What follows belongs to an exercise in optimizing a design on an open flow for small area; a production flow would make more cautious choices. Only simulation tests tie the RTL to the original design; equivalence was not proved. Power and IR drop assume default switching activity.

## flow/design.v (module list and top-level ports; edited modules follow where they fit)
// module mux8_16: 17 lines
// module mux8_1: 17 lines
// module mux4_16: 13 lines
// module fulladd16: 10 lines
// module rca: 18 lines
// module div_step: 13 lines
// module div_su: 77 lines
// module mult: 474 lines
// module rotate: 69 lines
// module alu: 81 lines
// module addsub: 37 lines
// module conv: 33 lines
// module muldiv: 62 lines
// module bitlog: 17 lines
// module othop: 28 lines
// module regrd: 38 lines
// module regfile: 67 lines
// module jmp_cond: 41 lines
// module exec: 87 lines
module exec (
    input [36-1:0] ir,
    input [15:0]  off,
    input [15:0]  imm,
    output [15:0] cs,
    output [15:0] ip,
    output        of,
    output        zf,
    output        cx_zero,
    input         clk,
    input         rst,
    input [15:0]  memout,
    output [15:0] wr_data,
    output [19:0] addr,
    output        we,
    output        m_io,
    output        byteop,
    input         block,
    output        div_exc,
    input         wrip0,
    output        ifl
  );
  // ...
==> flow/flow/run.sh <==
#!/bin/bash
# The standard layout (the standard.sh, standard synthesis unchanged),
# with smaller port buffers and a clock tree built without dummy loads.
# ORFS writes each step's log under orfs/logs; make's own output goes to
# make_flow.log.
set -euo pipefail
export BUFFER_PORTS_ARGS="-buffer_cell sky130_fd_sc_hd__buf_2"
export CTS_ARGS="-sink_clustering_enable -repair_clock_nets -dont_use_dummy_load -sink_clustering_size 22 -sink_clustering_max_diameter 80"
bash standard.sh finish > make_flow.log 2>&1
==> flow/standard.sh <==
#!/bin/bash
# synth_recipe.tcl (not shown) runs the flow's synth.tcl, then flattens the netlist and writes it again
# the make line also repeats each setting of config.mk as NAME=value (left out here)
make -C /OpenROAD-flow-scripts/flow DESIGN_CONFIG=/design/flow/config.mk WORK_HOME=/design/flow/orfs CLKGATE_MAP_FILE= SYNTH_SCRIPT=/design/flow/synth_recipe.tcl "${@:-finish}"
==> flow/config.mk <==
export PLATFORM = sky130hd
export DESIGN_NAME = exec
export DESIGN_NICKNAME = exec
export VERILOG_FILES = /design/flow/design.v
export SDC_FILE = /design/flow/constraint.sdc
export NUM_CORES = 4
export LEC_CHECK = 0
export ABC_AREA = 1
export CAP_MARGIN = 20
export CORE_MARGIN = 2
export CORE_UTILIZATION = 45
export CTS_CLUSTER_DIAMETER = 80
export CTS_CLUSTER_SIZE = 22
export GPL_TIMING_DRIVEN = 0
export SLEW_MARGIN = 20
==> flow/constraint.sdc <==
create_clock -name core_clock -period 18.0 [get_ports {clk}]
set_input_delay 3.6000 -clock core_clock [delete_from_list [all_inputs] [get_ports {clk}]]
set_output_delay 3.6000 -clock core_clock [all_outputs]
set_load 0.01 [all_outputs]
==> key figures, run 1 <==
Worst setup path
  • FF-to-FF End: alu0.mul3.dut.st[12].r.w[33]
  • Stages on worst setup path: 38
  • FF-to-FF path depth: 43

Clock network
  • Number of gates resized after cts: 8
  • # hold bufs at CTS: 0

Logic synthesis
  • Yosys warns: 8
  • Async SR Flop Fraction: 0
  • Top-area cell type share of the netlist area: 0.298
  • Synth cell count leaders: dfxtp_1, nand2_1, inv_1
  • Post-synth top area cell: dfxtp_1
  • Flops & latches, synth: 1156

Run status
  • Status: finished with violations
  • Blocking Checks: setup timing

Global routing
  • GR Util All Layers: 0.386
  • Largest net degree at the start of global routing: 23

Pwr
  • Combinational group power: 11200 uW
  • Clock Power Share: 0.092
  • Clock network power: 1600 uW
  • Net Switching: roughly 8000 uW
  • Seq power: between 4000 and 5000 uW
  • Combinational power share: 0.649

Timing
  • Final setup violation count: 1
  • Final min period: between 15 and 20 ns
  • Final worst slack: -0.0874 ns

Placement
  • Post-place setup slack: -0.884 ns

Detailed routing
  • Met3 WL post-DR: 36300 um
  • First-pass detailed-route iteration total: 9

Floorplanning
  • Starting Density: 0.453

Final layout
  • Non-clk buf share: 0.0326
  • Register area: around 26000 sq um
  • Seq_cells: 1156
  • Antenna Cells: 13
  • Area growth syn-to-layout: 9.37%

Hold path
  • Worst Hold Launch: alu0.mul3.dut.iz[7]
==> module mult, before the edit <==
module mult (
    input             clk,
    input      [16:0] a,
    input      [16:0] b,
    output reg [31:0] p
  );
  wire [18:0] bx = {b[16], b, 1'b0};
  wire one0 = bx[1] ^ bx[0];
  wire two0 = (bx[2] & ~bx[1] & ~bx[0]) | (~bx[2] & bx[1] & bx[0]);
  wire neg0 = bx[2];
  wire one1 = bx[3] ^ bx[2];
  wire two1 = (bx[4] & ~bx[3] & ~bx[2]) | (~bx[4] & bx[3] & bx[2]);
  wire neg1 = bx[4];
  wire one2 = bx[5] ^ bx[4];
  wire two2 = (bx[6] & ~bx[5] & ~bx[4]) | (~bx[6] & bx[5] & bx[4]);
  wire neg2 = bx[6];
  wire one3 = bx[7] ^ bx[6];
  wire two3 = (bx[8] & ~bx[7] & ~bx[6]) | (~bx[8] & bx[7] & bx[6]);
  wire neg3 = bx[8];
  wire one4 = bx[9] ^ bx[8];
  wire two4 = (bx[10] & ~bx[9] & ~bx[8]) | (~bx[10] & bx[9] & bx[8]);
  wire neg4 = bx[10];
  wire one5 = bx[11] ^ bx[10];
  wire two5 = (bx[12] & ~bx[11] & ~bx[10]) | (~bx[12] & bx[11] & bx[10]);
  wire neg5 = bx[12];
  wire one6 = bx[13] ^ bx[12];
  wire two6 = (bx[14] & ~bx[13] & ~bx[12]) | (~bx[14] & bx[13] & bx[12]);
  wire neg6 = bx[14];
  wire one7 = bx[15] ^ bx[14];
  wire two7 = (bx[16] & ~bx[15] & ~bx[14]) | (~bx[16] & bx[15] & bx[14]);
  wire neg7 = bx[16];
  wire one8 = bx[17] ^ bx[16];
  wire two8 = (bx[18] & ~bx[17] & ~bx[16]) | (~bx[18] & bx[17] & bx[16]);
  wire neg8 = bx[18];
  wire [18:0] ax = {a[16], a, 1'b0};
  wire e0_0 = ((one0 & ax[1]) | (two0 & ax[0])) ^ neg0;
  wire e0_1 = ((one0 & ax[2]) | (two0 & ax[1])) ^ neg0;
  wire e0_2 = ((one0 & ax[3]) | (two0 & ax[2])) ^ neg0;
  wire e0_3 = ((one0 & ax[4]) | (two0 & ax[3])) ^ neg0;
  wire e0_4 = ((one0 & ax[5]) | (two0 & ax[4])) ^ neg0;
  wire e0_5 = ((one0 & ax[6]) | (two0 & ax[5])) ^ neg0;
  wire e0_6 = ((one0 & ax[7]) | (two0 & ax[6])) ^ neg0;
  wire e0_7 = ((one0 & ax[8]) | (two0 & ax[7])) ^ neg0;
  wire e0_8 = ((one0 & ax[9]) | (two0 & ax[8])) ^ neg0;
  wire e0_9 = ((one0 & ax[10]) | (two0 & ax[9])) ^ neg0;
  wire e0_10 = ((one0 & ax[11]) | (two0 & ax[10])) ^ neg0;
  wire e0_11 = ((one0 & ax[12]) | (two0 & ax[11])) ^ neg0;
  wire e0_12 = ((one0 & ax[13]) | (two0 & ax[12])) ^ neg0;
  wire e0_13 = ((one0 & ax[14]) | (two0 & ax[13])) ^ neg0;
  wire e0_14 = ((one0 & ax[15]) | (two0 & ax[14])) ^ neg0;
  wire e0_15 = ((one0 & ax[16]) | (two0 & ax[15])) ^ neg0;
  wire e0_16 = ((one0 & ax[17]) | (two0 & ax[16])) ^ neg0;
  wire e0_17 = ~(((one0 & ax[17]) | (two0 & ax[17])) ^ neg0);
  wire e1_0 = ((one1 & ax[1]) | (two1 & ax[0])) ^ neg1;
  wire e1_1 = ((one1 & ax[2]) | (two1 & ax[1])) ^ neg1;
  wire e1_2 = ((one1 & ax[3]) | (two1 & ax[2])) ^ neg1;
  wire e1_3 = ((one1 & ax[4]) | (two1 & ax[3])) ^ neg1;
  wire e1_4 = ((one1 & ax[5]) | (two1 & ax[4])) ^ neg1;
  wire e1_5 = ((one1 & ax[6]) | (two1 & ax[5])) ^ neg1;
  wire e1_6 = ((one1 & ax[7]) | (two1 & ax[6])) ^ neg1;
  wire e1_7 = ((one1 & ax[8]) | (two1 & ax[7])) ^ neg1;
  wire e1_8 = ((one1 & ax[9]) | (two1 & ax[8])) ^ neg1;
  wire e1_9 = ((one1 & ax[10]) | (two1 & ax[9])) ^ neg1;
  wire e1_10 = ((one1 & ax[11]) | (two1 & ax[10])) ^ neg1;
  wire e1_11 = ((one1 & ax[12]) | (two1 & ax[11])) ^ neg1;
  wire e1_12 = ((one1 & ax[13]) | (two1 & ax[12])) ^ neg1;
  wire e1_13 = ((one1 & ax[14]) | (two1 & ax[13])) ^ neg1;
  wire e1_14 = ((one1 & ax[15]) | (two1 & ax[14])) ^ neg1;
  wire e1_15 = ((one1 & ax[16]) | (two1 & ax[15])) ^ neg1;
  wire e1_16 = ((one1 & ax[17]) | (two1 & ax[16])) ^ neg1;
  wire e1_17 = ~(((one1 & ax[17]) | (two1 & ax[17])) ^ neg1);
  wire e2_0 = ((one2 & ax[1]) | (two2 & ax[0])) ^ neg2;
  wire e2_1 = ((one2 & ax[2]) | (two2 & ax[1])) ^ neg2;
  wire e2_2 = ((one2 & ax[3]) | (two2 & ax[2])) ^ neg2;
  wire e2_3 = ((one2 & ax[4]) | (two2 & ax[3])) ^ neg2;
  wire e2_4 = ((one2 & ax[5]) | (two2 & ax[4])) ^ neg2;
  wire e2_5 = ((one2 & ax[6]) | (two2 & ax[5])) ^ neg2;
  wire e2_6 = ((one2 & ax[7]) | (two2 & ax[6])) ^ neg2;
  wire e2_7 = ((one2 & ax[8]) | (two2 & ax[7])) ^ neg2;
  wire e2_8 = ((one2 & ax[9]) | (two2 & ax[8])) ^ neg2;
  wire e2_9 = ((one2 & ax[10]) | (two2 & ax[9])) ^ neg2;
  wire e2_10 = ((one2 & ax[11]) | (two2 & ax[10])) ^ neg2;
  wire e2_11 = ((one2 & ax[12]) | (two2 & ax[11])) ^ neg2;
  wire e2_12 = ((one2 & ax[13]) | (two2 & ax[12])) ^ neg2;
  wire e2_13 = ((one2 & ax[14]) | (two2 & ax[13])) ^ neg2;
  wire e2_14 = ((one2 & ax[15]) | (two2 & ax[14])) ^ neg2;
  wire e2_15 = ((one2 & ax[16]) | (two2 & ax[15])) ^ neg2;
  wire e2_16 = ((one2 & ax[17]) | (two2 & ax[16])) ^ neg2;
  wire e2_17 = ~(((one2 & ax[17]) | (two2 & ax[17])) ^ neg2);
  wire e3_0 = ((one3 & ax[1]) | (two3 & ax[0])) ^ neg3;
  wire e3_1 = ((one3 & ax[2]) | (two3 & ax[1])) ^ neg3;
  wire e3_2 = ((one3 & ax[3]) | (two3 & ax[2])) ^ neg3;
  wire e3_3 = ((one3 & ax[4]) | (two3 & ax[3])) ^ neg3;
  wire e3_4 = ((one3 & ax[5]) | (two3 & ax[4])) ^ neg3;
  wire e3_5 = ((one3 & ax[6]) | (two3 & ax[5])) ^ neg3;
  wire e3_6 = ((one3 & ax[7]) | (two3 & ax[6])) ^ neg3;
  wire e3_7 = ((one3 & ax[8]) | (two3 & ax[7])) ^ neg3;
  wire e3_8 = ((one3 & ax[9]) | (two3 & ax[8])) ^ neg3;
  wire e3_9 = ((one3 & ax[10]) | (two3 & ax[9])) ^ neg3;
  wire e3_10 = ((one3 & ax[11]) | (two3 & ax[10])) ^ neg3;
  wire e3_11 = ((one3 & ax[12]) | (two3 & ax[11])) ^ neg3;
  wire e3_12 = ((one3 & ax[13]) | (two3 & ax[12])) ^ neg3;
  wire e3_13 = ((one3 & ax[14]) | (two3 & ax[13])) ^ neg3;
  wire e3_14 = ((one3 & ax[15]) | (two3 & ax[14])) ^ neg3;
  wire e3_15 = ((one3 & ax[16]) | (two3 & ax[15])) ^ neg3;
  wire e3_16 = ((one3 & ax[17]) | (two3 & ax[16])) ^ neg3;
  wire e3_17 = ~(((one3 & ax[17]) | (two3 & ax[17])) ^ neg3);
  wire e4_0 = ((one4 & ax[1]) | (two4 & ax[0])) ^ neg4;
  wire e4_1 = ((one4 & ax[2]) | (two4 & ax[1])) ^ neg4;
  wire e4_2 = ((one4 & ax[3]) | (two4 & ax[2])) ^ neg4;
  wire e4_3 = ((one4 & ax[4]) | (two4 & ax[3])) ^ neg4;
  wire e4_4 = ((one4 & ax[5]) | (two4 & ax[4])) ^ neg4;
  wire e4_5 = ((one4 & ax[6]) | (two4 & ax[5])) ^ neg4;
  wire e4_6 = ((one4 & ax[7]) | (two4 & ax[6])) ^ neg4;
  wire e4_7 = ((one4 & ax[8]) | (two4 & ax[7])) ^ neg4;
  wire e4_8 = ((one4 & ax[9]) | (two4 & ax[8])) ^ neg4;
  wire e4_9 = ((one4 & ax[10]) | (two4 & ax[9])) ^ neg4;
  wire e4_10 = ((one4 & ax[11]) | (two4 & ax[10])) ^ neg4;
  wire e4_11 = ((one4 & ax[12]) | (two4 & ax[11])) ^ neg4;
  wire e4_12 = ((one4 & ax[13]) | (two4 & ax[12])) ^ neg4;
  wire e4_13 = ((one4 & ax[14]) | (two4 & ax[13])) ^ neg4;
  wire e4_14 = ((one4 & ax[15]) | (two4 & ax[14])) ^ neg4;
  wire e4_15 = ((one4 & ax[16]) | (two4 & ax[15])) ^ neg4;
  wire e4_16 = ((one4 & ax[17]) | (two4 & ax[16])) ^ neg4;
  wire e4_17 = ~(((one4 & ax[17]) | (two4 & ax[17])) ^ neg4);
  wire e5_0 = ((one5 & ax[1]) | (two5 & ax[0])) ^ neg5;
  wire e5_1 = ((one5 & ax[2]) | (two5 & ax[1])) ^ neg5;
  wire e5_2 = ((one5 & ax[3]) | (two5 & ax[2])) ^ neg5;
  wire e5_3 = ((one5 & ax[4]) | (two5 & ax[3])) ^ neg5;
  wire e5_4 = ((one5 & ax[5]) | (two5 & ax[4])) ^ neg5;
  wire e5_5 = ((one5 & ax[6]) | (two5 & ax[5])) ^ neg5;
  wire e5_6 = ((one5 & ax[7]) | (two5 & ax[6])) ^ neg5;
  wire e5_7 = ((one5 & ax[8]) | (two5 & ax[7])) ^ neg5;
  wire e5_8 = ((one5 & ax[9]) | (two5 & ax[8])) ^ neg5;
  wire e5_9 = ((one5 & ax[10]) | (two5 & ax[9])) ^ neg5;
  wire e5_10 = ((one5 & ax[11]) | (two5 & ax[10])) ^ neg5;
  wire e5_11 = ((one5 & ax[12]) | (two5 & ax[11])) ^ neg5;
  wire e5_12 = ((one5 & ax[13]) | (two5 & ax[12])) ^ neg5;
  wire e5_13 = ((one5 & ax[14]) | (two5 & ax[13])) ^ neg5;
  wire e5_14 = ((one5 & ax[15]) | (two5 & ax[14])) ^ neg5;
  wire e5_15 = ((one5 & ax[16]) | (two5 & ax[15])) ^ neg5;
  wire e5_16 = ((one5 & ax[17]) | (two5 & ax[16])) ^ neg5;
  wire e5_17 = ~(((one5 & ax[17]) | (two5 & ax[17])) ^ neg5);
  wire e6_0 = ((one6 & ax[1]) | (two6 & ax[0])) ^ neg6;
  wire e6_1 = ((one6 & ax[2]) | (two6 & ax[1])) ^ neg6;
  wire e6_2 = ((one6 & ax[3]) | (two6 & ax[2])) ^ neg6;
  wire e6_3 = ((one6 & ax[4]) | (two6 & ax[3])) ^ neg6;
  wire e6_4 = ((one6 & ax[5]) | (two6 & ax[4])) ^ neg6;
  wire e6_5 = ((one6 & ax[6]) | (two6 & ax[5])) ^ neg6;
  wire e6_6 = ((one6 & ax[7]) | (two6 & ax[6])) ^ neg6;
  wire e6_7 = ((one6 & ax[8]) | (two6 & ax[7])) ^ neg6;
  wire e6_8 = ((one6 & ax[9]) | (two6 & ax[8])) ^ neg6;
  wire e6_9 = ((one6 & ax[10]) | (two6 & ax[9])) ^ neg6;
  wire e6_10 = ((one6 & ax[11]) | (two6 & ax[10])) ^ neg6;
  wire e6_11 = ((one6 & ax[12]) | (two6 & ax[11])) ^ neg6;
  wire e6_12 = ((one6 & ax[13]) | (two6 & ax[12])) ^ neg6;
  wire e6_13 = ((one6 & ax[14]) | (two6 & ax[13])) ^ neg6;
  wire e6_14 = ((one6 & ax[15]) | (two6 & ax[14])) ^ neg6;
  wire e6_15 = ((one6 & ax[16]) | (two6 & ax[15])) ^ neg6;
  wire e6_16 = ((one6 & ax[17]) | (two6 & ax[16])) ^ neg6;
  wire e6_17 = ~(((one6 & ax[17]) | (two6 & ax[17])) ^ neg6);
  wire e7_0 = ((one7 & ax[1]) | (two7 & ax[0])) ^ neg7;
  wire e7_1 = ((one7 & ax[2]) | (two7 & ax[1])) ^ neg7;
  wire e7_2 = ((one7 & ax[3]) | (two7 & ax[2])) ^ neg7;
  wire e7_3 = ((one7 & ax[4]) | (two7 & ax[3])) ^ neg7;
  wire e7_4 = ((one7 & ax[5]) | (two7 & ax[4])) ^ neg7;
  wire e7_5 = ((one7 & ax[6]) | (two7 & ax[5])) ^ neg7;
  wire e7_6 = ((one7 & ax[7]) | (two7 & ax[6])) ^ neg7;
  wire e7_7 = ((one7 & ax[8]) | (two7 & ax[7])) ^ neg7;
  wire e7_8 = ((one7 & ax[9]) | (two7 & ax[8])) ^ neg7;
  wire e7_9 = ((one7 & ax[10]) | (two7 & ax[9])) ^ neg7;
  wire e7_10 = ((one7 & ax[11]) | (two7 & ax[10])) ^ neg7;
  wire e7_11 = ((one7 & ax[12]) | (two7 & ax[11])) ^ neg7;
  wire e7_12 = ((one7 & ax[13]) | (two7 & ax[12])) ^ neg7;
  wire e7_13 = ((one7 & ax[14]) | (two7 & ax[13])) ^ neg7;
  wire e7_14 = ((one7 & ax[15]) | (two7 & ax[14])) ^ neg7;
  wire e7_15 = ((one7 & ax[16]) | (two7 & ax[15])) ^ neg7;
  wire e7_16 = ((one7 & ax[17]) | (two7 & ax[16])) ^ neg7;
  wire e7_17 = ~(((one7 & ax[17]) | (two7 & ax[17])) ^ neg7);
  wire e8_0 = ((one8 & ax[1]) | (two8 & ax[0])) ^ neg8;
  wire e8_1 = ((one8 & ax[2]) | (two8 & ax[1])) ^ neg8;
  wire e8_2 = ((one8 & ax[3]) | (two8 & ax[2])) ^ neg8;
  wire e8_3 = ((one8 & ax[4]) | (two8 & ax[3])) ^ neg8;
  wire e8_4 = ((one8 & ax[5]) | (two8 & ax[4])) ^ neg8;
  wire e8_5 = ((one8 & ax[6]) | (two8 & ax[5])) ^ neg8;
  wire e8_6 = ((one8 & ax[7]) | (two8 & ax[6])) ^ neg8;
  wire e8_7 = ((one8 & ax[8]) | (two8 & ax[7])) ^ neg8;
  wire e8_8 = ((one8 & ax[9]) | (two8 & ax[8])) ^ neg8;
  wire e8_9 = ((one8 & ax[10]) | (two8 & ax[9])) ^ neg8;
  wire e8_10 = ((one8 & ax[11]) | (two8 & ax[10])) ^ neg8;
  wire e8_11 = ((one8 & ax[12]) | (two8 & ax[11])) ^ neg8;
  wire e8_12 = ((one8 & ax[13]) | (two8 & ax[12])) ^ neg8;
  wire e8_13 = ((one8 & ax[14]) | (two8 & ax[13])) ^ neg8;
  wire e8_14 = ((one8 & ax[15]) | (two8 & ax[14])) ^ neg8;
  wire e8_15 = ((one8 & ax[16]) | (two8 & ax[15])) ^ neg8;
  wire s1 = e0_16 ^ e1_14;
  wire c1 = e0_16 & e1_14;
  wire s2 = e0_17 ^ e1_15 ^ e2_13;
  wire c2 = (e0_17 & e1_15) | (e0_17 & e2_13) | (e1_15 & e2_13);
  wire s3 = e1_16 ^ e2_14;
  wire c3 = e1_16 & e2_14;
  wire s4 = e0_10 ^ e1_8;
  wire c4 = e0_10 & e1_8;
  wire s5 = e0_11 ^ e1_9;
  wire c5 = e0_11 & e1_9;
  wire s6 = e0_12 ^ e1_10 ^ e2_8;
  wire c6 = (e0_12 & e1_10) | (e0_12 & e2_8) | (e1_10 & e2_8);
  wire s7 = e3_6 ^ e4_4;
  wire c7 = e3_6 & e4_4;
  wire s8 = e0_13 ^ e1_11 ^ e2_9;
  wire c8 = (e0_13 & e1_11) | (e0_13 & e2_9) | (e1_11 & e2_9);
  wire s9 = e3_7 ^ e4_5;
  wire c9 = e3_7 & e4_5;
  wire s10 = e0_14 ^ e1_12 ^ e2_10;
  wire c10 = (e0_14 & e1_12) | (e0_14 & e2_10) | (e1_12 & e2_10);
  wire s11 = e3_8 ^ e4_6 ^ e5_4;
  wire c11 = (e3_8 & e4_6) | (e3_8 & e5_4) | (e4_6 & e5_4);
  wire s12 = e6_2 ^ e7_0;
  wire c12 = e6_2 & e7_0;
  wire s13 = e0_15 ^ e1_13 ^ e2_11;
  wire c13 = (e0_15 & e1_13) | (e0_15 & e2_11) | (e1_13 & e2_11);
  wire s14 = e3_9 ^ e4_7 ^ e5_5;
  wire c14 = (e3_9 & e4_7) | (e3_9 & e5_5) | (e4_7 & e5_5);
  wire s15 = e6_3 ^ e7_1;
  wire c15 = e6_3 & e7_1;
  wire s16 = s1 ^ e2_12 ^ e3_10;
  wire c16 = (s1 & e2_12) | (s1 & e3_10) | (e2_12 & e3_10);
  wire s17 = e4_8 ^ e5_6 ^ e6_4;
  wire c17 = (e4_8 & e5_6) | (e4_8 & e6_4) | (e5_6 & e6_4);
  wire s18 = e7_2 ^ e8_0 ^ neg8;
  wire c18 = (e7_2 & e8_0) | (e7_2 & neg8) | (e8_0 & neg8);
  wire s19 = c1 ^ s2 ^ e3_11;
  wire c19 = (c1 & s2) | (c1 & e3_11) | (s2 & e3_11);
  wire s20 = e4_9 ^ e5_7 ^ e6_5;
  wire c20 = (e4_9 & e5_7) | (e4_9 & e6_5) | (e5_7 & e6_5);
  wire s21 = e7_3 ^ e8_1 ^ 1'b1;
  wire c21 = (e7_3 & e8_1) | (e7_3 & 1'b1) | (e8_1 & 1'b1);
  wire s22 = c2 ^ s3 ^ e3_12;
  wire c22 = (c2 & s3) | (c2 & e3_12) | (s3 & e3_12);
  wire s23 = e4_10 ^ e5_8 ^ e6_6;
  wire c23 = (e4_10 & e5_8) | (e4_10 & e6_6) | (e5_8 & e6_6);
  wire s24 = e7_4 ^ e8_2 ^ 1'b1;
  wire c24 = (e7_4 & e8_2) | (e7_4 & 1'b1) | (e8_2 & 1'b1);
  wire s25 = c3 ^ e1_17 ^ e2_15;
  wire c25 = (c3 & e1_17) | (c3 & e2_15) | (e1_17 & e2_15);
  wire s26 = e3_13 ^ e4_11 ^ e5_9;
  wire c26 = (e3_13 & e4_11) | (e3_13 & e5_9) | (e4_11 & e5_9);
  wire s27 = e6_7 ^ e7_5 ^ e8_3;
  wire c27 = (e6_7 & e7_5) | (e6_7 & e8_3) | (e7_5 & e8_3);
  wire s28 = e2_16 ^ e3_14 ^ e4_12;
  wire c28 = (e2_16 & e3_14) | (e2_16 & e4_12) | (e3_14 & e4_12);
  wire s29 = e5_10 ^ e6_8 ^ e7_6;
  wire c29 = (e5_10 & e6_8) | (e5_10 & e7_6) | (e6_8 & e7_6);
  wire s30 = e8_4 ^ 1'b1;
  wire c30 = e8_4 & 1'b1;
  wire s31 = e2_17 ^ e3_15 ^ e4_13;
  wire c31 = (e2_17 & e3_15) | (e2_17 & e4_13) | (e3_15 & e4_13);
  wire s32 = e5_11 ^ e6_9 ^ e7_7;
  wire c32 = (e5_11 & e6_9) | (e5_11 & e7_7) | (e6_9 & e7_7);
  wire s33 = e3_16 ^ e4_14 ^ e5_12;
  wire c33 = (e3_16 & e4_14) | (e3_16 & e5_12) | (e4_14 & e5_12);
  wire s34 = e6_10 ^ e7_8;
  wire c34 = e6_10 & e7_8;
  wire s35 = e3_17 ^ e4_15 ^ e5_13;
  wire c35 = (e3_17 & e4_15) | (e3_17 & e5_13) | (e4_15 & e5_13);
  wire s36 = e4_16 ^ e5_14;
  wire c36 = e4_16 & e5_14;
  wire s37 = e0_6 ^ e1_4;
  wire c37 = e0_6 & e1_4;
  wire s38 = e0_7 ^ e1_5;
  wire c38 = e0_7 & e1_5;
  wire s39 = e0_8 ^ e1_6 ^ e2_4;
  wire c39 = (e0_8 & e1_6) | (e0_8 & e2_4) | (e1_6 & e2_4);
  wire s40 = e3_2 ^ e4_0;
  wire c40 = e3_2 & e4_0;
  wire s41 = e0_9 ^ e1_7 ^ e2_5;
  wire c41 = (e0_9 & e1_7) | (e0_9 & e2_5) | (e1_7 & e2_5);
  wire s42 = e3_3 ^ e4_1;
  wire c42 = e3_3 & e4_1;
  wire s43 = s4 ^ e2_6 ^ e3_4;
  wire c43 = (s4 & e2_6) | (s4 & e3_4) | (e2_6 & e3_4);
  wire s44 = e4_2 ^ e5_0 ^ neg5;
  wire c44 = (e4_2 & e5_0) | (e4_2 & neg5) | (e5_0 & neg5);
  wire s45 = c4 ^ s5 ^ e2_7;
  wire c45 = (c4 & s5) | (c4 & e2_7) | (s5 & e2_7);
  wire s46 = e3_5 ^ e4_3 ^ e5_1;
  wire c46 = (e3_5 & e4_3) | (e3_5 & e5_1) | (e4_3 & e5_1);
  wire s47 = c5 ^ s6 ^ s7;
  wire c47 = (c5 & s6) | (c5 & s7) | (s6 & s7);
  wire s48 = e5_2 ^ e6_0 ^ neg6;
  wire c48 = (e5_2 & e6_0) | (e5_2 & neg6) | (e6_0 & neg6);
  wire s49 = c6 ^ c7 ^ s8;
  wire c49 = (c6 & c7) | (c6 & s8) | (c7 & s8);
  wire s50 = s9 ^ e5_3 ^ e6_1;
  wire c50 = (s9 & e5_3) | (s9 & e6_1) | (e5_3 & e6_1);
  wire s51 = c8 ^ c9 ^ s10;
  wire c51 = (c8 & c9) | (c8 & s10) | (c9 & s10);
  wire s52 = s11 ^ s12 ^ neg7;
  wire c52 = (s11 & s12) | (s11 & neg7) | (s12 & neg7);
  wire s53 = c10 ^ c11 ^ c12;
  wire c53 = (c10 & c11) | (c10 & c12) | (c11 & c12);
  wire s54 = s13 ^ s14 ^ s15;
  wire c54 = (s13 & s14) | (s13 & s15) | (s14 & s15);
  wire s55 = c13 ^ c14 ^ c15;
  wire c55 = (c13 & c14) | (c13 & c15) | (c14 & c15);
  wire s56 = s16 ^ s17 ^ s18;
  wire c56 = (s16 & s17) | (s16 & s18) | (s17 & s18);
  wire s57 = c16 ^ c17 ^ c18;
  wire c57 = (c16 & c17) | (c16 & c18) | (c17 & c18);
  wire s58 = s19 ^ s20 ^ s21;
  wire c58 = (s19 & s20) | (s19 & s21) | (s20 & s21);
  wire s59 = c19 ^ c20 ^ c21;
  wire c59 = (c19 & c20) | (c19 & c21) | (c20 & c21);
  wire s60 = s22 ^ s23 ^ s24;
  wire c60 = (s22 & s23) | (s22 & s24) | (s23 & s24);
  wire s61 = c22 ^ c23 ^ c24;
  wire c61 = (c22 & c23) | (c22 & c24) | (c23 & c24);
  wire s62 = s25 ^ s26 ^ s27;
  wire c62 = (s25 & s26) | (s25 & s27) | (s26 & s27);
  wire s63 = c25 ^ c26 ^ c27;
  wire c63 = (c25 & c26) | (c25 & c27) | (c26 & c27);
  wire s64 = s28 ^ s29 ^ s30;
  wire c64 = (s28 & s29) | (s28 & s30) | (s29 & s30);
  wire s65 = c28 ^ c29 ^ c30;
  wire c65 = (c28 & c29) | (c28 & c30) | (c29 & c30);
  wire s66 = s31 ^ s32 ^ e8_5;
  wire c66 = (s31 & s32) | (s31 & e8_5) | (s32 & e8_5);
  wire s67 = c31 ^ c32 ^ s33;
  wire c67 = (c31 & c32) | (c31 & s33) | (c32 & s33);
  wire s68 = s34 ^ e8_6 ^ 1'b1;
  wire c68 = (s34 & e8_6) | (s34 & 1'b1) | (e8_6 & 1'b1);
  wire s69 = c33 ^ c34 ^ s35;
  wire c69 = (c33 & c34) | (c33 & s35) | (c34 & s35);
  wire s70 = e6_11 ^ e7_9 ^ e8_7;
  wire c70 = (e6_11 & e7_9) | (e6_11 & e8_7) | (e7_9 & e8_7);
  wire s71 = c35 ^ s36 ^ e6_12;
  wire c71 = (c35 & s36) | (c35 & e6_12) | (s36 & e6_12);
  wire s72 = e7_10 ^ e8_8 ^ 1'b1;
  wire c72 = (e7_10 & e8_8) | (e7_10 & 1'b1) | (e8_8 & 1'b1);
  wire s73 = c36 ^ e4_17 ^ e5_15;
  wire c73 = (c36 & e4_17) | (c36 & e5_15) | (e4_17 & e5_15);
  wire s74 = e6_13 ^ e7_11 ^ e8_9;
  wire c74 = (e6_13 & e7_11) | (e6_13 & e8_9) | (e7_11 & e8_9);
  wire s75 = e5_16 ^ e6_14 ^ e7_12;
  wire c75 = (e5_16 & e6_14) | (e5_16 & e7_12) | (e6_14 & e7_12);
  wire s76 = e8_10 ^ 1'b1;
  wire c76 = e8_10 & 1'b1;
  wire s77 = e5_17 ^ e6_15 ^ e7_13;
  wire c77 = (e5_17 & e6_15) | (e5_17 & e7_13) | (e6_15 & e7_13);
  wire s78 = e6_16 ^ e7_14;
  wire c78 = e6_16 & e7_14;
  wire s79 = e0_4 ^ e1_2;
  wire c79 = e0_4 & e1_2;
  wire s80 = e0_5 ^ e1_3;
  wire c80 = e0_5 & e1_3;
  wire s81 = s37 ^ e2_2 ^ e3_0;
  wire c81 = (s37 & e2_2) | (s37 & e3_0) | (e2_2 & e3_0);
  wire s82 = c37 ^ s38 ^ e2_3;
  wire c82 = (c37 & s38) | (c37 & e2_3) | (s38 & e2_3);
  wire s83 = c38 ^ s39 ^ s40;
  wire c83 = (c38 & s39) | (c38 & s40) | (s39 & s40);
  wire s84 = c39 ^ c40 ^ s41;
  wire c84 = (c39 & c40) | (c39 & s41) | (c40 & s41);
  wire s85 = c41 ^ c42 ^ s43;
  wire c85 = (c41 & c42) | (c41 & s43) | (c42 & s43);
  wire s86 = c43 ^ c44 ^ s45;
  wire c86 = (c43 & c44) | (c43 & s45) | (c44 & s45);
  wire s87 = c45 ^ c46 ^ s47;
  wire c87 = (c45 & c46) | (c45 & s47) | (c46 & s47);
  wire s88 = c47 ^ c48 ^ s49;
  wire c88 = (c47 & c48) | (c47 & s49) | (c48 & s49);
  wire s89 = c49 ^ c50 ^ s51;
  wire c89 = (c49 & c50) | (c49 & s51) | (c50 & s51);
  wire s90 = c51 ^ c52 ^ s53;
  wire c90 = (c51 & c52) | (c51 & s53) | (c52 & s53);
  wire s91 = c53 ^ c54 ^ s55;
  wire c91 = (c53 & c54) | (c53 & s55) | (c54 & s55);
  wire s92 = c55 ^ c56 ^ s57;
  wire c92 = (c55 & c56) | (c55 & s57) | (c56 & s57);
  wire s93 = c57 ^ c58 ^ s59;
  wire c93 = (c57 & c58) | (c57 & s59) | (c58 & s59);
  wire s94 = c59 ^ c60 ^ s61;
  wire c94 = (c59 & c60) | (c59 & s61) | (c60 & s61);
  wire s95 = c61 ^ c62 ^ s63;
  wire c95 = (c61 & c62) | (c61 & s63) | (c62 & s63);
  wire s96 = c63 ^ c64 ^ s65;
  wire c96 = (c63 & c64) | (c63 & s65) | (c64 & s65);
  wire s97 = c65 ^ c66 ^ s67;
  wire c97 = (c65 & c66) | (c65 & s67) | (c66 & s67);
  wire s98 = c67 ^ c68 ^ s69;
  wire c98 = (c67 & c68) | (c67 & s69) | (c68 & s69);
  wire s99 = c69 ^ c70 ^ s71;
  wire c99 = (c69 & c70) | (c69 & s71) | (c70 & s71);
  wire s100 = c71 ^ c72 ^ s73;
  wire c100 = (c71 & c72) | (c71 & s73) | (c72 & s73);
  wire s101 = c73 ^ c74 ^ s75;
  wire c101 = (c73 & c74) | (c73 & s75) | (c74 & s75);
  wire s102 = c75 ^ c76 ^ s77;
  wire c102 = (c75 & c76) | (c75 & s77) | (c76 & s77);
  wire s103 = c77 ^ s78 ^ e8_12;
  wire c103 = (c77 & s78) | (c77 & e8_12) | (s78 & e8_12);
  wire s104 = c78 ^ e6_17 ^ e7_15;
  wire c104 = (c78 & e6_17) | (c78 & e7_15) | (e6_17 & e7_15);
  wire s105 = e7_16 ^ e8_14;
  wire c105 = e7_16 & e8_14;
  wire s106 = e0_2 ^ e1_0;
  wire c106 = e0_2 & e1_0;
  wire s107 = e0_3 ^ e1_1;
  wire c107 = e0_3 & e1_1;
  wire s108 = s79 ^ e2_0 ^ neg2;
  wire c108 = (s79 & e2_0) | (s79 & neg2) | (e2_0 & neg2);
  wire s109 = c79 ^ s80 ^ e2_1;
  wire c109 = (c79 & s80) | (c79 & e2_1) | (s80 & e2_1);
  wire s110 = c80 ^ s81 ^ neg3;
  wire c110 = (c80 & s81) | (c80 & neg3) | (s81 & neg3);
  wire s111 = c81 ^ s82 ^ e3_1;
  wire c111 = (c81 & s82) | (c81 & e3_1) | (s82 & e3_1);
  wire s112 = c82 ^ s83 ^ neg4;
  wire c112 = (c82 & s83) | (c82 & neg4) | (s83 & neg4);
  wire s113 = c83 ^ s84 ^ s42;
  wire c113 = (c83 & s84) | (c83 & s42) | (s84 & s42);
  wire s114 = c84 ^ s85 ^ s44;
  wire c114 = (c84 & s85) | (c84 & s44) | (s85 & s44);
  wire s115 = c85 ^ s86 ^ s46;
  wire c115 = (c85 & s86) | (c85 & s46) | (s86 & s46);
  wire s116 = c86 ^ s87 ^ s48;
  wire c116 = (c86 & s87) | (c86 & s48) | (s87 & s48);
  wire s117 = c87 ^ s88 ^ s50;
  wire c117 = (c87 & s88) | (c87 & s50) | (s88 & s50);
  wire s118 = c88 ^ s89 ^ s52;
  wire c118 = (c88 & s89) | (c88 & s52) | (s89 & s52);
  wire s119 = c89 ^ s90 ^ s54;
  wire c119 = (c89 & s90) | (c89 & s54) | (s90 & s54);
  wire s120 = c90 ^ s91 ^ s56;
  wire c120 = (c90 & s91) | (c90 & s56) | (s91 & s56);
  wire s121 = c91 ^ s92 ^ s58;
  wire c121 = (c91 & s92) | (c91 & s58) | (s92 & s58);
  wire s122 = c92 ^ s93 ^ s60;
  wire c122 = (c92 & s93) | (c92 & s60) | (s93 & s60);
  wire s123 = c93 ^ s94 ^ s62;
  wire c123 = (c93 & s94) | (c93 & s62) | (s94 & s62);
  wire s124 = c94 ^ s95 ^ s64;
  wire c124 = (c94 & s95) | (c94 & s64) | (s95 & s64);
  wire s125 = c95 ^ s96 ^ s66;
  wire c125 = (c95 & s96) | (c95 & s66) | (s96 & s66);
  wire s126 = c96 ^ s97 ^ s68;
  wire c126 = (c96 & s97) | (c96 & s68) | (s97 & s68);
  wire s127 = c97 ^ s98 ^ s70;
  wire c127 = (c97 & s98) | (c97 & s70) | (s98 & s70);
  wire s128 = c98 ^ s99 ^ s72;
  wire c128 = (c98 & s99) | (c98 & s72) | (s99 & s72);
  wire s129 = c99 ^ s100 ^ s74;
  wire c129 = (c99 & s100) | (c99 & s74) | (s100 & s74);
  wire s130 = c100 ^ s101 ^ s76;
  wire c130 = (c100 & s101) | (c100 & s76) | (s101 & s76);
  wire s131 = c101 ^ s102 ^ e8_11;
  wire c131 = (c101 & s102) | (c101 & e8_11) | (s102 & e8_11);
  wire s132 = c102 ^ s103 ^ 1'b1;
  wire c132 = (c102 & s103) | (c102 & 1'b1) | (s103 & 1'b1);
  wire s133 = c103 ^ s104 ^ e8_13;
  wire c133 = (c103 & s104) | (c103 & e8_13) | (s104 & e8_13);
  wire s134 = c104 ^ s105 ^ 1'b1;
  wire c134 = (c104 & s105) | (c104 & 1'b1) | (s105 & 1'b1);
  wire s135 = c105 ^ e7_17 ^ e8_15;
  wire c135 = (c105 & e7_17) | (c105 & e8_15) | (e7_17 & e8_15);
  wire [31:0] r0 = {c134, c133, c132, c131, c130, c129, c128, c127, c126, c125, c124, c123, c122, c121, c120, c119, c118, c117, c116, c115, c114, c113, c112, c111, c110, c109, c108, c107, c106, s106, e0_1, e0_0};
  wire [31:0] r1 = {s135, s134, s133, s132, s131, s130, s129, s128, s127, s126, s125, s124, s123, s122, s121, s120, s119, s118, s117, s116, s115, s114, s113, s112, s111, s110, s109, s108, s107, neg1, 1'b0, neg0};
  wire [31:0] sum;
  wire co;
  rca #(20) fin (.x(r0[19:0]), .y(r1[19:0]), .ci(1'b0), .z(sum[19:0]), .co(co));
  assign sum[31:20] = r0[31:20] + r1[31:20] + co;
  always @(posedge clk)
    p <= sum;
endmodule
==> module othop, before the edit <==
module othop (x, y, seg, off, iflags, func, word_op, strf, out, oflags);
  input [15:0] x, y, off, seg, iflags, strf;
  input [2:0] func;
  input word_op;
  output [19:0] out;
  output [8:0] oflags;
  wire [15:0] deff, deff2, da, outf, clcm, setf, intf;
  wire [19:0] dcmp;
  mux8_16 m0(func, dcmp[15:0], dcmp[15:0], deff, outf, clcm, setf,
                   intf, strf, out[15:0]);
  assign out[19:16] = dcmp[19:16];
  assign deff  = x + y + off;
  assign deff2 = deff + 16'd2;
  assign da    = (func == 3'd0) ? deff : deff2;
  assign dcmp  = {seg, 4'h0} + {4'h0, da};
  assign outf  = y;
  assign clcm  = y[2] ? (y[1] ?   {iflags[15:1], 1'b0} 
                         :   {iflags[15:11], 1'b0, iflags[9:0]})
                     : (y[1] ?   {iflags[15:10], 1'b0, iflags[8:0]}
                       :   {iflags[15:1], ~iflags[0]});
  assign setf  = y[2] ? (y[1] ?   {iflags[15:1], 1'b1} 
                         :   {iflags[15:11], 1'b1, iflags[9:0]})
                     : (y[1] ?   {iflags[15:10], 1'b1, iflags[8:0]}
                       :   iflags);
  assign intf = {iflags[15:10], 2'b0, iflags[7:0]};
  assign oflags = word_op ? { out[11:6], out[4], out[2], out[0] }
                           : { iflags[11:8], out[7:6], out[4], out[2], out[0] };
endmodule
==> run 2, diff against run 1 <==
--- a/flow/design.v
+++ b/flow/design.v
@@ -635,8 +635,8 @@
   wire [31:0] r1 = {s135, s134, s133, s132, s131, s130, s129, s128, s127, s126, s125, s124, s123, s122, s121, s120, s119, s118, s117, s116, s115, s114, s113, s112, s111, s110, s109, s108, s107, neg1, 1'b0, neg0};
   wire [31:0] sum;
   wire co;
-  rca #(20) fin (.x(r0[19:0]), .y(r1[19:0]), .ci(1'b0), .z(sum[19:0]), .co(co));
-  assign sum[31:20] = r0[31:20] + r1[31:20] + co;
+  rca #(16) fin (.x(r0[15:0]), .y(r1[15:0]), .ci(1'b0), .z(sum[15:0]), .co(co));
+  assign sum[31:16] = r0[31:16] + r1[31:16] + co;
   always @(posedge clk)
     p <= sum;
 endmodule
@@ -952,8 +952,10 @@
   mux8_16 m0(func, dcmp[15:0], dcmp[15:0], deff, outf, clcm, setf,
                    intf, strf, out[15:0]);
   assign out[19:16] = dcmp[19:16];
-  assign deff  = x + y + off;
-  assign deff2 = deff + 16'd2;
+  wire [15:0] s3 = x ^ y ^ off;
+  wire [15:0] c3 = (x & y) | (x & off) | (y & off);
+  assign deff  = s3 + {c3[14:0], 1'b0};
+  assign deff2 = {s3[15:1] + c3[14:0] + 15'd1, s3[0]};
   assign da    = (func == 3'd0) ? deff : deff2;
   assign dcmp  = {seg, 4'h0} + {4'h0, da};
   assign outf  = y;
==> flow/flow/run.sh (replaced) <==
#!/bin/bash
# The standard layout (the standard.sh, standard synthesis unchanged),
# with smaller port buffers, the buffers of synthesis removed before
# placement (repair_design adds back those needed), and a clock tree built
# without dummy loads. ORFS writes each step's log under orfs/logs; make's
# own output goes to make_flow.log.
set -euo pipefail
export REMOVE_ABC_BUFFERS=1
export BUFFER_PORTS_ARGS="-buffer_cell sky130_fd_sc_hd__buf_2"
export CTS_ARGS="-sink_clustering_enable -repair_clock_nets -dont_use_dummy_load -sink_clustering_size 25 -sink_clustering_max_diameter 85"
bash standard.sh finish > make_flow.log 2>&1
--- a/flow/config.mk
+++ b/flow/config.mk
@@ -9,7 +9,8 @@
 export CAP_MARGIN = 20
 export CORE_MARGIN = 2
 export CORE_UTILIZATION = 45
-export CTS_CLUSTER_DIAMETER = 80
-export CTS_CLUSTER_SIZE = 22
+export CTS_CLUSTER_DIAMETER = 85
+export CTS_CLUSTER_SIZE = 25
 export GPL_TIMING_DRIVEN = 0
+export SETUP_SLACK_MARGIN = 0.3
 export SLEW_MARGIN = 20
==> run 2 against run 1 <==
Effect of this change: now clean on timing, DRC and antenna; area after synthesis up 0.34%; power is 3.9% lower; clock power shrank 6%; critical path depth up 8; design area fell by 0.70%; register-to-register slack better by 0.36 ns; combinational power shrank 4%; clock skew is 0.041 ns lower; sequential power shrank 0.9%; critical path type unchanged; largest cell class unchanged.
==> key figures, run 2 <==
Timing
  • Worst Tran Pin Value: between 1 and 1.5 ns
  • Period utilization: 0.979
  • RSZ-0062 raised after global routing: false
  • Final setup violation count: 0 (-1)
  • Peak Freq: 56.8 MHz
  • Final max-slew violation count: 0
  • Hold Fails Final Rpt: 0
  • Final min period: 17.61 ns (-0.473 ns)
  • Rel. slew slack: 0.135
  • Skew final: 0.0798 ns

Logic synthesis
  • Async SR Flop Fraction: 0 (unchanged)
  • Post-synth top area cell: dfxtp_1
  • Top cells by area, synth: dfxtp_1, fa_1, edfxtp_1, nand2_1, o22ai_1
  • Sequential share of the synthesized area: 0.424
  • Flops & latches, synth: 1156 (unchanged)
  • Most instantiated library cell after synthesis: dfxtp_1
  • Mapped Area: a little over 60000 sq um
  • Synthesized area per cell: 9.48 sq um
  • Most used DFF post-synth: dfxtp_1
  • Count of mapped cells out of synthesis: 6392
  • Top-area cell type share of the netlist area: 0.297 (-0.00102)
  • Post-synth EDFFs: 256
  • Yosys warns: 8 (unchanged)
  • Post-synthesis cell type count: 67
  • Synth cell count leaders: dfxtp_1, nand2_1, inv_1

Final layout
  • Number of flip-flops in the largest register: 385
  • Fill cells: 12700
  • Most frequent cells in the layout: dfxtp_1, nand2_1, inv_1
  • Register area: 25700 sq um (about the same)
  • Proportion of layout cells with a drive suffix above 1: 0.0774
  • Area growth syn-to-layout: 8.23%
  • Largest registers: alu0.mul3.dut.dl x385, alu0.mul3.dut.st.r.w x272, reg0.rn x256
  • Commonest non-fill, non-tap cell in the layout: dfxtp_1
  • Nets: just over 7000
  • Largest Register: alu0.mul3.dut.dl
  • Footprint of the multi-input gates: 31400 sq um
  • Post-route non-filler standard cell count: about 8200
  • Final core utilization: 0.491

Global routing
  • First-pass GRT wire length: 341000 um
  • Largest net degree at the start of global routing: 73 (+220%)
  • Initial antenna violation count: 22
  • GR Util All Layers: 0.346 (-0.0402)
  • Grt ovf: 0
  • Vias in the first global route: ~48000

Detailed routing
  • # DRC: 0
  • 1st-iter DRT viols: 6787
  • WL/cell: 29.2 um
  • Final ANT Viol Nets: 0
  • Aggregate routed wire length: 240000 um
  • First-pass detailed-route iteration total: 8 (-1)
  • DR vias: between 40000 and 50000
  • Avg Vias per Cell: between 6 and 7

Floorplanning
  • Starting Density: 0.454 (+0.000987)
  • DIE WIDTH: 371 um
  • Die height: 371 um
  • FP Rows: roughly 130
  • Placeable core area: 133000 sq um
  • # IOs: between 150 and 200
  • DIE AREA: 138000 sq um

Worst setup path
  • Startpoint Class: input port
  • CP max-delay cell: nand2_1
  • FF-to-FF End: alu0.mul3.dut.st[8].r.w[33]
  • CP dominant cell by count: nand2_1
  • Kind of cell adding the most delay to the critical path: simple AND/OR/NAND/NOR gates
  • WS Path Type: input port to primary output
  • R2r setup slk: 1.43 ns
  • Worst path bufs/invs: 6
  • CP max stage delay: roughly 0.73 ns
  • CP Capture Type: primary output
  • CP Max Fanout: 19
  • Critical path arrival: 14.01 ns
  • Worst r2r src: alu0.mul3.dut.st[6].r.w[33]
  • FF-to-FF path depth: 42 (-2.3%)
  • Worst endpoint required time: 14.40 ns

Run status
  • Status: no timing/DRC/antenna violations

Placement
  • Hpwl dp: 185000 um
  • Placed instance count: 8141
  • I/O Buffers: 158
  • RD Place Congestion: 1.04

Clock network
  • Number of gates resized after cts: 0 (-8)
  • Maximum clock insertion buffer count: 3
  • Later-pin clock latency in the skew report: 0.70 ns
  • TritonCTS Buffers: 69
  • Clk sinks: 1156
  • CTS tree: yes
  • CTS root buffer: clkbuf_16
  • Worst-path clk slew: around 0.09 ns
  • # hold bufs at CTS: 0 (unchanged)
  • CTS H-Tree Depth: 3
  • Post-CTS setup buffers: 0

Pwr
  • Clock Power Share: 0.091 (about the same)
  • Power per Cell Area: roughly 250 nW/um^2
  • Worst VDD drop: 0.000313 V
  • Net Switching: 7410 uW (-7.7%)
  • Switching part of the total power: 0.447
  • Seq pwr share: 0.266
  • Cell internal pwr: 9190 uW
  • Pleak: 0.0273 uW
  • Combinational power share: 0.643 (-0.006)

Hold path
  • Hold endpoint: alu0.mul3.dut.st[10].r.w[8]
  • Hold path depth: 0
  • Worst Hold Launch: alu0.mul3.dut.st[8].r.w[6]
  • Hold crit path type: flip-flop to flip-flop

Job
  • MaxCap Viol Count: 0
-- run 2: routing by layer --
metal,part of all wire,vias to the layer above,GRT usage
met1,0.40,24500,0.452
met2,0.42,3086,0.507
met5,0.00046,-,0
met4,0.067,18,0.195
met3,0.12,752,0.108
li1,-,21600,-
-- run 2: layout make-up --
| type | count | area share |
|---|---|---|
| tap | 1768 | 0.0337 |
| sequential | 1156 | 0.392 |
| multi-input combinational | 4213 | 0.479 |
| timing repair buffer | 226 | 0.0242 |
| inverter | 778 | 0.0448 |
| clock buffer | 69 | 0.0263 |
| timing repair inverter | 1 | 0.0000763 |
| antenna | 4 | 0.000153 |
-- run 2: worst reg2reg max path, delay by kind of cell, from the launching register on --
family                     cells  cell delay [ns]
adders and majority gates     32            13.07
and+or+nand+nor                4             1.25
DFF                            1             1.02
xor gates and xnor gates       4             0.69
buffers and inverters          2             0.43
-- run 2: how the worst max path moves through the flow --
stage               slack (ns)    from                         to  depth (start not counted)
floorplan                 0.74  ir[25]  alu0.mul3.signmul17.p[30]                         42
finish                    0.39  ir[24]                    cx_zero                         46
detailed placement        0.39  ir[24]                    cx_zero                         45
global placement         -8.18  ir[24]  alu0.mul3.signmul17.p[31]                         42
global route              0.32   ir[7]                    cx_zero                         45
CTS                       0.39  ir[24]                    cx_zero                         45
-- run 2: cell families (layout without fill, tap and decap cells) --
family	count (synthesis)	count (layout)	share of synthesized area
AOI/OAI and AO/OA	1276	1276	0.130
muxes	7	7	0.00116
DFF	1156	1156	0.424
buffers and inverters	1023	1074	0.0647
and+or+nand+nor	1790	1790	0.129
other	0	4	0
adders and majority gates	552	552	0.166
xor gates and xnor gates	588	588	0.0850
-- run 2: power groups by stage --
stage	combinational [uW]	sequential (uW)	clock [uW]
after floorplan	8030	4290	0
after global placement	10500	4480	0
after detailed placement	10800	4500	0
after CTS	10800	4440	1540
after global routing	12400	4520	1630
final	10700	4420	1510
-- run 2: per-stage QoR --
| stage | power [uW] | cell area (sq um) | worst slack, ns | TNS [ns] | hold WS (ns) |
|---|---|---|---|---|---|
| 2_1_floorplan | 12300 | 59600 | 0.735 | 0 | 0.310 |
| 3_3_place_gp | 15000 | 62600 | -8.18 | -873.89 | 0.310 |
| 3_5_place_dp | 15300 | 63800 | 0.394 | 0 | 0.312 |
| 4_1_cts | 16800 | 65500 | 0.392 | 0 | 0.293 |
| 5_1_grt | 18500 | 65600 | 0.316 | 0 | 0.303 |
| 6_report | 16600 | 65600 | 0.386 | 0 | 0.292 |
==> run 3, diff against run 2 <==
--- a/flow/config.mk
+++ b/flow/config.mk
@@ -8,7 +8,7 @@
 export ABC_AREA = 1
 export CAP_MARGIN = 20
 export CORE_MARGIN = 2
-export CORE_UTILIZATION = 45
+export CORE_UTILIZATION = 55
 export CTS_CLUSTER_DIAMETER = 85
 export CTS_CLUSTER_SIZE = 25
 export GPL_TIMING_DRIVEN = 0
==> run 3 against run 2 <==
Effect of this change: clock power is 7% lower; hold slack better by 0.0093 ns; synthesized cell count unchanged; power increased by 0.43%; fmax increased by 0.40%; still clean; non-clock buffer count decreased by 6; die area decreased by 18%; critical path depth is 4 lower; combinational power about the same; wire length decreased by 1.4%.
==> key figures, run 3 <==
Final layout
  • Largest Register: alu0.mul3.dut.dl
  • Number of flip-flops in the largest register: 385 (unchanged)
  • Most frequent cells in the layout: dfxtp_1, nand2_1, inv_1
  • Commonest non-fill, non-tap cell in the layout: dfxtp_1
  • Largest registers: alu0.mul3.dut.dl x385, alu0.mul3.dut.st.r.w x272, reg0.rn x256
  • Post-route non-filler standard cell count: 7858 (-4.3%)
  • Area growth syn-to-layout: 7.04%
  • Nets: 7070 (-0.21%)
  • Final core utilization: 0.595 (+0.104)
  • Fill cells: 9420 (-26%)
  • Proportion of layout cells with a drive suffix above 1: 0.0745 (-0.00293)

Worst setup path
  • CP max-delay cell: nand2_1
  • Startpoint Class: input port
  • Worst endpoint required time: 14.40 ns (about the same)
  • CP max stage delay: 0.68 ns (-0.05 ns)
  • CP Capture Type: primary output
  • FF-to-FF End: alu0.mul3.dut.st[4].r.w[33]
  • Worst r2r src: alu0.mul3.dut.st[2].r.w[33]
  • CP Max Fanout: 18 (-1)
  • Critical path arrival: 13.94 ns (-0.07 ns)
  • Stages on worst setup path: 42 (-8.7%)
  • Kind of cell adding the most delay to the critical path: simple AND/OR/NAND/NOR gates
  • WS Path Type: input port to primary output
  • R2r setup slk: 1.24 ns (-0.19 ns)
  • FF-to-FF path depth: 40 (-4.8%)
  • CP dominant cell by count: nand2_1
  • Worst path bufs/invs: 4 (-2)

Clock network
  • TritonCTS Buffers: 60 (-13%)
  • CTS tree: yes
  • Clk sinks: 1156 (unchanged)
  • CTS H-Tree Depth: 2 (-1)
  • CTS root buffer: clkbuf_16
  • Later-pin clock latency in the skew report: 0.72 ns (+0.02 ns)
  • # hold bufs at CTS: 0 (unchanged)
  • Maximum clock insertion buffer count: 3 (unchanged)
  • Worst-path clk slew: 0.09 ns (about the same)

Pwr
  • Tot Pwr: 16700 uW (+0.43%)
  • Worst VDD drop: 0.000403 V (+29%)
  • Power per Cell Area: 257 nW/um^2 (+1.5%)
  • Pleak: 0.0272 uW (-0.54%)

Logic synthesis
  • Synth cell count leaders: dfxtp_1, nand2_1, inv_1
  • Post-synth top area cell: dfxtp_1
  • Synthesized area per cell: 9.48 sq um (unchanged)
  • Mapped Area: 60600 sq um (unchanged)
  • Flops & latches, synth: 1156 (unchanged)
  • Top cells by area, synth: dfxtp_1, fa_1, edfxtp_1, nand2_1, o22ai_1
  • Most instantiated library cell after synthesis: dfxtp_1
  • Post-synthesis cell type count: 67 (unchanged)
  • Most used DFF post-synth: dfxtp_1
  • Sequential share of the synthesized area: 0.424 (unchanged)
  • Top-area cell type share of the netlist area: 0.297 (unchanged)
  • Yosys warns: 8 (unchanged)
  • Async SR Flop Fraction: 0 (unchanged)
  • Post-synth EDFFs: 256 (unchanged)
  • Count of mapped cells out of synthesis: 6392 (unchanged)

Global routing
  • Vias in the first global route: 48700 (+1.0%)
  • GR Util All Layers: 0.414 (+0.0681)
  • Layer with the highest usage: met2
  • Initial antenna violation count: 23 (+4.5%)
  • Met2 Track Usage GR: 0.614 (+0.107)
  • Grt ovf: 0 (unchanged)
  • Largest net degree at the start of global routing: 73 (unchanged)
  • Met3 Track Usage GR: 0.152 (+0.0439)
  • First-pass GRT wire length: 336000 um (-1.7%)
  • Met1 GRT Util: 0.510 (+0.0574)

Floorplanning
  • Starting Density: 0.556 (+0.102)
  • DIE AREA: 113000 sq um (-18%)
  • FP Rows: 121 (-9.7%)
  • # IOs: 164 (unchanged)
  • DIE WIDTH: 336 um (-9.4%)
  • Placeable core area: 109000 sq um (-18%)
  • Die height: 336 um (-9.4%)

Placement
  • I/O Buffers: 158 (unchanged)
  • RD Place Congestion: 1.08 (+4.0%)
  • Placed instance count: 7778 (-4.5%)
  • Hpwl dp: 180000 um (-3.0%)

Hold path
  • Worst Hold Launch: alu0.mul3.dut.st[4].r.w[10]
  • Hold path depth: 0 (unchanged)
  • Hold crit path type: flip-flop to flip-flop
  • Hold endpoint: alu0.mul3.dut.st[6].r.w[12]

Run status
  • Status: no timing/DRC/antenna violations

Job
  • MaxCap Viol Count: 0 (unchanged)

Timing
  • Final setup violation count: 0 (unchanged)
  • Hold Slack: 0.301 ns (+0.00931 ns)
  • Skew final: 0.0651 ns (-0.0147 ns)
  • Period utilization: 0.975 (-0.00389)
  • Hold Fails Final Rpt: 0 (unchanged)
  • Final min period: 17.54 ns (-0.0700 ns)
  • Final max-slew violation count: 0 (unchanged)
  • RSZ-0062 raised after global routing: false
  • Setup TNS: 0 ns (unchanged)
  • Rel. slew slack: 0.142 (+0.00678)
  • Worst Tran Pin Value: 1.28 ns (-0.00229 ns)
  • Peak Freq: 57.0 MHz (+0.40%)

Detailed routing
  • First-pass detailed-route iteration total: 7 (-1)
  • 1st-iter DRT viols: 7293 (+7.5%)
  • DR vias: 50600 (+1.5%)
  • # DRC: 0 (unchanged)
  • Final ANT Viol Nets: 0 (unchanged)
  • WL/cell: 30.1 um (+3.0%)
  • Avg Vias per Cell: 6.44 (+6.1%)
  • Aggregate routed wire length: 237000 um (-1.4%)
==> run 3: cell counts after synthesis <==
Identical to the previous run, type by type.
==> run 3: cell type report <==
class / instances / area, sq um / share of cell area
Multi-Input combinational cell: 4213 / 31400 / 0.484
Tap cell: 1414 / 1770 / 0.0273
Sequential cell: 1156 / 25700 / 0.396
Timing Repair inverter: 1 / 5.00 / 0.0000772
Antenna cell: 16 / 40.0 / 0.000617
Inverter: 778 / 2940 / 0.0453
Clock buffer: 60 / 1500 / 0.0232
Timing Repair Buffer: 220 / 1530 / 0.0236
==> run 3: per-layer routing <==
metal | wire, um | vias to the layer above | part of all wire
li1 | - | 21500 | -
met1 | 85500 | 24400 | 0.36
met2 | 99100 | 3645 | 0.42
met3 | 32500 | 1046 | 0.14
met4 | 19100 | 28 | 0.081
met5 | 477 | - | 0.0020
==> run 3: cells by family after synthesis <==
kind of cell               share of synthesized area
AOI/OAI and AO/OA                              0.130
xor gates and xnor gates                      0.0850
adders and majority gates                      0.166
buffers and inverters                         0.0647
DFF                                            0.424
muxes                                        0.00116
and+or+nand+nor                                0.129
==> run 3: where the power goes <==
part,switching [uW],internal [uW]
registers,520,3950
clock network,811,589
logic,6220,4590
total,7550,9120
==> run 3: worst max-delay path by stage <==
stage | startpoint | endpoint | slack, ns
final | ir[24] | cx_zero | 0.46
after global routing | ir[6] | cx_zero | 0.35
after CTS | ir[24] | cx_zero | 0.55
after detailed placement | ir[24] | cx_zero | 0.53
after global placement | ir[24] | alu0.mul3.signmul17.p[30] | -8.67
after floorplan | ir[25] | alu0.mul3.signmul17.p[30] | 0.74
==> run 3: what timing repair did <==
item	4_1_cts	5_1_grt
endpoints found under the setup margin	0	2
gates resized for setup	0	5
buffers inserted	0	3
==> run 3: metrics by stage <==
stage	cell area [sq um]	setup WS [ns]
detailed placement	63200	0.531
global route	64800	0.348
CTS	64700	0.545
finish	64800	0.456
global placement	62100	-8.67
floorplan	59600	0.735
==> run 4, diff against run 3 <==
--- a/flow/config.mk
+++ b/flow/config.mk
@@ -6,11 +6,11 @@
 export NUM_CORES = 4
 export LEC_CHECK = 0
 export ABC_AREA = 1
-export CAP_MARGIN = 20
+export CAP_MARGIN = 10
 export CORE_MARGIN = 2
-export CORE_UTILIZATION = 55
+export CORE_UTILIZATION = 45
 export CTS_CLUSTER_DIAMETER = 85
 export CTS_CLUSTER_SIZE = 25
 export GPL_TIMING_DRIVEN = 0
 export SETUP_SLACK_MARGIN = 0.3
-export SLEW_MARGIN = 20
+export SLEW_MARGIN = 10
==> run 4 against run 3 <==
Effect of this change: the layout now fails its checks (capacitance limit, slew limit); synthesized cell count is the same; hold slack got worse by 0.0040 ns; combinational power is essentially flat; sequential share of layout area is 0.38 points lower; sequential power down 0.9%; global-route usage is 6.7 points lower; highest routed layer unchanged.
==> key figures, run 4 <==
Clock network
  • Clk sinks: 1156 (unchanged)
  • CTS root buffer: clkbuf_16
  • Worst-path clk slew: 0.09 ns (about the same)
  • TritonCTS Buffers: 68 (+13%)
  • Later-pin clock latency in the skew report: 0.71 ns (about the same)
  • CTS H-Tree Depth: 3 (+1)
  • CTS tree: yes
  • Post-CTS setup buffers: 0 (unchanged)
  • Maximum clock insertion buffer count: 3 (unchanged)

Detailed routing
  • DR vias: 49500 (-2.2%)
  • Avg Vias per Cell: 6.03 (-6.4%)
  • Aggregate routed wire length: 241000 um (+1.6%)
  • First-pass detailed-route iteration total: 9 (+2)
  • 1st-iter DRT viols: 6624 (-9.2%)
  • # DRC: 0 (unchanged)
  • WL/cell: 29.3 um (-2.8%)
  • Final ANT Viol Nets: 0 (unchanged)

Timing
  • Rel. slew slack: -0.0379 (-0.179)
  • Final setup violation count: 0 (unchanged)
  • Skew final: 0.0799 ns (+0.0148 ns)
  • RSZ-0062 raised after global routing: false
  • Worst Tran Pin Value: 1.56 ns (+0.273 ns)
  • Setup TNS: 0 ns (unchanged)
  • Hold Fails Final Rpt: 0 (unchanged)
  • Period utilization: 0.986 (+0.0109)
  • Peak Freq: 56.4 MHz (-1.1%)
  • Final worst slack: 0.260 ns (-0.196 ns)
  • Final max-slew violation count: 4 (+4)
  • Final min period: 17.74 ns (+0.196 ns)

Placement
  • I/O Buffers: 158 (unchanged)
  • RD Place Congestion: 1.04 (-3.8%)
  • Hpwl dp: 186000 um (+3.2%)
  • Post-place setup slack: -0.248 ns (-0.779 ns)
  • Placed instance count: 8139 (+4.6%)
  • Post-DP Area: 63700 sq um (+0.71%)

Global routing
  • Initial antenna violation count: 25 (+8.7%)
  • First-pass GRT wire length: 342000 um (+1.9%)
  • Largest net degree at the start of global routing: 73 (unchanged)
  • Grt ovf: 0 (unchanged)
  • GR Util All Layers: 0.347 (-0.0675)
  • Vias in the first global route: 48200 (-1.0%)

Run status
  • Status: finished with violations
  • Blocking Checks: capacitance limit, slew limit

Final layout
  • Number of flip-flops in the largest register: 385 (unchanged)
  • Design Area, Final: 65500 sq um (+0.97%)
  • Commonest non-fill, non-tap cell in the layout: dfxtp_1
  • Largest Register: alu0.mul3.dut.dl
  • Proportion of layout cells with a drive suffix above 1: 0.0756 (+0.00107)
  • Nets: 7085 (+0.21%)
  • Largest registers: alu0.mul3.dut.dl x385, alu0.mul3.dut.st.r.w x272, reg0.rn x256
  • Most frequent cells in the layout: dfxtp_1, nand2_1, inv_1
  • Area growth syn-to-layout: 8.07%
  • Post-route non-filler standard cell count: 8214 (+4.5%)

Pwr
  • Power per Cell Area: 253 nW/um^2 (-1.5%)
  • Worst VDD drop: 0.000303 V (-25%)
  • Tot Pwr: 16600 uW (-0.59%)
  • Pleak: 0.0273 uW (+0.47%)

Logic synthesis
  • Async SR Flop Fraction: 0 (unchanged)
  • Flops & latches, synth: 1156 (unchanged)
  • Post-synth EDFFs: 256 (unchanged)
  • Most used DFF post-synth: dfxtp_1
  • Yosys warns: 8 (unchanged)
  • Sequential share of the synthesized area: 0.424 (unchanged)
  • Top cells by area, synth: dfxtp_1, fa_1, edfxtp_1, nand2_1, o22ai_1
  • Most instantiated library cell after synthesis: dfxtp_1
  • Post-synth top area cell: dfxtp_1
  • Count of mapped cells out of synthesis: 6392 (unchanged)
  • Synthesized area per cell: 9.48 sq um (unchanged)
  • Mapped Area: 60600 sq um (unchanged)
  • Post-synthesis cell type count: 67 (unchanged)
  • Synth cell count leaders: dfxtp_1, nand2_1, inv_1
  • Top-area cell type share of the netlist area: 0.297 (unchanged)

Worst setup path
  • CP max-delay cell: nor4_1
  • CP dominant cell by count: nand2_1
  • WS Path Type: input port to primary output
  • Worst endpoint required time: 14.40 ns (about the same)
  • Startpoint Class: input port
  • Worst r2r src: alu0.mul3.dut.st[6].r.w[33]
  • CP max stage delay: 1.09 ns (+0.41 ns)
  • CP Capture Type: primary output
  • Critical path arrival: 14.14 ns (+0.20 ns)
  • Worst Setup SP: ir[3]
  • CP Max Fanout: 19 (+1)

Hold path
  • Hold crit path type: flip-flop to flip-flop
  • Worst Hold Launch: alu0.mul3.dut.dl[129]

Floorplanning
  • Die height: 371 um (+10%)
  • DIE WIDTH: 371 um (+10%)
  • DIE AREA: 138000 sq um (+22%)
  • Starting Density: 0.454 (-0.102)
  • Placeable core area: 133000 sq um (+22%)
  • FP Rows: 134 (+11%)
  • # IOs: 164 (unchanged)

Job
  • MaxCap Viol Count: 1 (+1)
run 4: cell count changes in the layout (fill, tap and decap cells not counted), moves of 4 or more:
| cell | previous run | this run |
|---|---|---|
| diode_2 | 16 | 3 |
| clkbuf_16 | 60 | 68 |
| buf_6 | 10 | 17 |
| buf_12 | 3 | 7 |
| buf_16 | 8 | 4 |
| buf_2 | 164 | 160 |
run 4: final cells by class:
cell class	instances	area (sq um)
multi-input combinational	4213	31300
fill	12700	68000
inverter	778	2930
tap	1768	2210
sequential	1156	25700
antenna	3	7.51
timing repair buffer	228	1620
clock buffer	68	1700
run 4: cell families after synthesis:
group,Yosys count,share of synthesized area
XOR/XNOR,588,0.0850
flip-flops,1156,0.424
buffers and inverters,1023,0.0647
multiplexers,7,0.00116
adder cells (fa/ha/maj),552,0.166
AO/OA/AOI/OAI,1276,0.130
AND/OR/NAND/NOR,1790,0.129
run 4: metrics by stage:
| stage | hold slack (ns) | utilization |
|---|---|---|
| 2_1_floorplan | 0.310 | - |
| 3_3_place_gp | 0.310 | 0.469 |
| 3_5_place_dp | 0.312 | 0.477 |
| 4_1_cts | 0.295 | 0.490 |
| 5_1_grt | 0.305 | 0.490 |
| 6_report | 0.297 | 0.491 |
run 4: what timing repair did:
| action | CTS | global route |
|---|---|---|
| cloned | 0 | 0 |
| resized for setup | 2 | 8 |
| hold buffers | 0 | 0 |
| setup endpoints to repair | 2 | 1 |
run 4: critical path: cells and delay by family:
family,cells,cell delay [ns]
simple gates,21,4.39
compound gates,13,3.00
buf+inv,8,1.86
fa+ha+maj,2,0.68
xor+xnor,2,0.52
run 4: layer usage:
layer  share of wire  up-vias  track usage
met4           0.070       20        0.200
met2            0.42     3006        0.502
met1            0.39    24200        0.445
li1                -    21500            -
met5         0.00052        -     0.000350
met3            0.13      794        0.126
run 4: power by group:
part,internal [uW],leakage (uW),switching [uW]
Clock,672,0.000838,822
Combinational,4550,0.0166,6100
Sequential,3940,0.00985,481
Total,9170,0.0273,7410
run 4: path summary, 6_finish.rpt:
path | slack (ns) | cells after the start | to
worst max-delay path | 0.26 | 46 | cx_zero
worst min-delay path | 0.30 | 0 | alu0.mul3.dut.dl[164]
worst max register to register | 1.41 | 42 | alu0.mul3.dut.st[8].r.w[33]
worst min register to register | 0.30 | 0 | alu0.mul3.dut.dl[164]

what the ideal ports hide:
The results above use ideal ports. As a check the final layouts listed here were re-extracted and re-timed, cells and wires unchanged. Step 1 (the two cells are an assumption about what drives the block):
set clk [get_ports {clk}]
set_driving_cell -lib_cell sky130_fd_sc_hd__clkbuf_16 $clk
set_driving_cell -lib_cell sky130_fd_sc_hd__buf_2 [delete_from_list [all_inputs] $clk]
Step 2, shift: input delay + t, output delay - t, t = (earliest + latest rising clock arrival at the registers) / 2. This alone moves slack from input paths to output paths. Three values: ideal, step 1, step 2; two values: the first two.
| run | t, ns | setup WS [ns] | slew at the worst register clock pin (ns) |
|---|---|---|---|
| run 1 | 0.749 | -0.087 / -0.109 / -0.638 | 0.09 / 0.09 |
| run 2 | 0.744 | 0.386 / 0.282 / 0.282 | 0.11 / 0.11 |
| run 3 | 0.762 | 0.456 / 0.400 / 0.400 | 0.11 / 0.11 |
| run 4 | 0.745 | 0.260 / 0.218 / 0.218 | 0.10 / 0.10 |
The setup slack of run 1, which loses most, moves by -0.022 ns with the drivers and by -0.551 ns with both steps.
